Background: an optimization exercise with open tools, aiming at small area. Do not read the settings as production practice. Where RTL was checked, it was by simulation tests only, not by an equivalence proof against the original.

== run a ==
==> module Mesh, before the edit <==
module Mesh(
    input clock,
    input [7:0] io_in_a_0_0,
    input [7:0] io_in_a_1_0,
    input [7:0] io_in_a_2_0,
    input [7:0] io_in_a_3_0,
    input [7:0] io_in_b_0_0,
    input [7:0] io_in_b_1_0,
    input [7:0] io_in_b_2_0,
    input [7:0] io_in_b_3_0,
    input [15:0] io_in_d_0_0,
    input [15:0] io_in_d_1_0,
    input [15:0] io_in_d_2_0,
    input [15:0] io_in_d_3_0,
    input io_in_control_0_0_propagate,
    input io_in_control_1_0_propagate,
    input io_in_control_2_0_propagate,
    input io_in_control_3_0_propagate,
    output [15:0] io_out_c_0_0,
    output [15:0] io_out_c_1_0,
    output [15:0] io_out_c_2_0,
    output [15:0] io_out_c_3_0
);
  wire [7:0]  a_in [0:3];
  wire [7:0]  b_in [0:3];
  wire [15:0] d_in [0:3];
  wire        p_in [0:3];
  assign a_in[0] = io_in_a_0_0; assign a_in[1] = io_in_a_1_0;
  assign a_in[2] = io_in_a_2_0; assign a_in[3] = io_in_a_3_0;
  assign b_in[0] = io_in_b_0_0; assign b_in[1] = io_in_b_1_0;
  assign b_in[2] = io_in_b_2_0; assign b_in[3] = io_in_b_3_0;
  assign d_in[0] = io_in_d_0_0; assign d_in[1] = io_in_d_1_0;
  assign d_in[2] = io_in_d_2_0; assign d_in[3] = io_in_d_3_0;
  assign p_in[0] = io_in_control_0_0_propagate; assign p_in[1] = io_in_control_1_0_propagate;
  assign p_in[2] = io_in_control_2_0_propagate; assign p_in[3] = io_in_control_3_0_propagate;
  reg  [7:0]  a_r [0:3][0:3];
  reg  [7:0]  b_r [0:3][0:3];
  reg         p_r [0:3];
  reg         f_r [0:3][1:3];
  wire        flip [0:3][0:3];
  reg  [15:0] d_r [0:3][0:4];
  wire [15:0] c_out [0:3][0:3];
  genvar i, k;
  generate
    for (i = 0; i < 4; i = i + 1) begin : chain
      for (k = 0; k < 4; k = k + 1) begin : pos
        always @(posedge clock) begin
          a_r[i][k] <= (k == 0) ? ~a_in[i] : a_r[i][k-1];
          b_r[k][i] <= (i == 0) ? ~b_in[k] : b_r[k][i-1];
          d_r[i][k+1] <= c_out[i][k];
        end
        if (k == 0) begin : f0
          assign flip[i][k] = p_r[i] ^ p_in[i];
        end else begin : fk
          always @(posedge clock) f_r[i][k] <= flip[i][k-1];
          assign flip[i][k] = f_r[i][k];
        end
        PE_16 #(.DIN_INV(k != 0), .SH_INV(k != 3)) pe (
          .clock(clock),
          .an(a_r[i][k]),
          .bn(b_r[k][i]),
          .d(d_r[i][k]),
          .flip(flip[i][k]),
          .c_out(c_out[i][k])
        );
      end
      always @(posedge clock) begin
        d_r[i][0] <= d_in[i];
        p_r[i] <= p_in[i];
      end
    end
  endgenerate
  assign io_out_c_0_0 = d_r[0][4];
  assign io_out_c_1_0 = d_r[1][4];
  assign io_out_c_2_0 = d_r[2][4];
  assign io_out_c_3_0 = d_r[3][4];
endmodule
clock: 5.0 ns
lec_check: 0
cap_margin: 0
core_margin: 2
core_utilization: 80
cts_buf_list: sky130_fd_sc_hd__clkbuf_16
cts_cluster_diameter: 80
cts_cluster_size: 30
place_density: 0.88
slew_margin: 0
synth_hierarchical: 1
standard.sh (not shown) runs the stock make flow with config.mk's settings and CLKGATE_MAP_FILE= SYNTH_SCRIPT=/design/flow/synth_recipe.tcl, a recipe that flattens the netlist after the stock synthesis.
==> flow/flow/run.sh <==
#!/bin/bash
# Own layout flow: the standard layout (standard.sh), with two changes.
# 1. Synthesis is synth_recipe.tcl, except that the final ABC technology
#    mapping runs flow/area.abc (area-oriented mapping followed by ABC's
#    timing-driven up/down sizing) in place of ORFS's speed script. The
#    registers, their names and cell types are the same as the standard
#    synthesis's.
# 2. Ports are buffered with sky130_fd_sc_hd__buf_1 instead of the buffer
#    ORFS picks by itself.
# Each tool writes its full log under orfs/logs/ (ORFS's own logs); the
# output of make itself goes to run_*.log in this folder.
set -euo pipefail
W=$(pwd)
F=$W/flow
{
  head -n 1 synth_recipe.tcl
  cat <<EOT
proc abc {args} {
  set i [lsearch -exact \$args -script]
  if { \$i >= 0 } { lset args [expr {\$i + 1}] $F/area.abc }
  yosys abc {*}\$args
}
EOT
  tail -n +2 synth_recipe.tcl
} > "$W/own_synth.tcl"
sed "s#SYNTH_SCRIPT=[^ ]*synth_recipe.tcl#SYNTH_SCRIPT=$W/own_synth.tcl#" standard.sh > "$W/own_standard.sh"
grep -q "SYNTH_SCRIPT=$W/own_synth.tcl" "$W/own_standard.sh"
export BUFFER_PORTS_ARGS="-buffer_cell sky130_fd_sc_hd__buf_1"
bash "$W/own_standard.sh" finish > "$W/run_finish.log" 2>&1
test -s "$W/out/final.def"
==> flow/flow/area.abc <==
strash
dch
map -a
topo
stime -c
upsize -c
dnsize -c
#### Input delta (run b over run a)
--- a/flow/design.v
+++ b/flow/design.v
@@ -252,7 +252,5 @@
   reg  [7:0]  a_r [0:3][0:3];
   reg  [7:0]  b_r [0:3][0:3];
-  reg         p_r [0:3];
-  reg         f_r [0:3][1:3];
-  wire        flip [0:3][0:3];
+  reg         p_r [0:3][0:3];
   reg  [15:0] d_r [0:3][0:4];
   wire [15:0] c_out [0:3][0:3];
@@ -264,12 +262,8 @@
           a_r[i][k] <= (k == 0) ? ~a_in[i] : a_r[i][k-1];
           b_r[k][i] <= (i == 0) ? ~b_in[k] : b_r[k][i-1];
+          p_r[i][k] <= (k == 0) ? p_in[i] : p_r[i][k-1];
           d_r[i][k+1] <= c_out[i][k];
         end
-        if (k == 0) begin : f0
-          assign flip[i][k] = p_r[i] ^ p_in[i];
-        end else begin : fk
-          always @(posedge clock) f_r[i][k] <= flip[i][k-1];
-          assign flip[i][k] = f_r[i][k];
-        end
+        wire p_next = (k == 0) ? p_in[i] : p_r[i][k-1];
         PE_16 #(.DIN_INV(k != 0), .SH_INV(k != 3)) pe (
           .clock(clock),
@@ -277,12 +271,9 @@
           .bn(b_r[k][i]),
           .d(d_r[i][k]),
-          .flip(flip[i][k]),
+          .flip(p_r[i][k] ^ p_next),
           .c_out(c_out[i][k])
         );
       end
-      always @(posedge clock) begin
-        d_r[i][0] <= d_in[i];
-        p_r[i] <= p_in[i];
-      end
+      always @(posedge clock) d_r[i][0] <= d_in[i];
     end
   endgenerate
--- outcome ---
Compared with run a, the router placed fewer vias in run b.
Between run b and run a, the number of placed cells counting well taps figures differ only marginally.
Run b vs run a, final worst setup slack went up by 0.046 ns.
| via count of the first global-routing pass | run b vs run a | 481 lower |
Run b went all the way through the flow, and no timing, DRC or antenna check failed.
The global-route wire length before repair of run b and that of run a are within noise of each other.
As of run b, average via count per standard cell had fallen slightly compared to run a.
Global-route usage essentially unchanged between run a and run b.
From run a to run b the numbers moved as follows: count of nets after finishing comparable; sequential fraction of total cell area fell 0.18 points; number of distinct standard cells referenced by the synthesized netlist level.
The RTL of run a was laid out without a check of its function.

==> static timing again, ports no longer ideal <==
The results above use ideal ports. As a check the final layouts listed here were re-extracted and re-timed, cells and wires unchanged.
Step 1 sets driving cells, clkbuf_16 on the clock port and buf_2 on the other inputs (assumed; they add their load-dependent delay and slew).
Step 2 also shifts input and output timing later by t, the mid clock arrival at the registers, as if the neighbouring blocks saw the same clock.
Three values: ideal, step 1, step 2; two values: the first two.
| run | shift t [ns] | slack for setup (ns) | latest minus earliest clock arrival (ns) | slew at the worst register clock pin (ns) |
|---|---|---|---|---|
| run a | 0.702 | 0.141 / 0.141 / 0.141 | 0.034 / 0.034 | 0.11 / 0.11 |
| run b | 0.706 | 0.187 / 0.187 / 0.187 | 0.026 / 0.026 | 0.12 / 0.12 |
After both steps setup and hold are still met in every run listed.
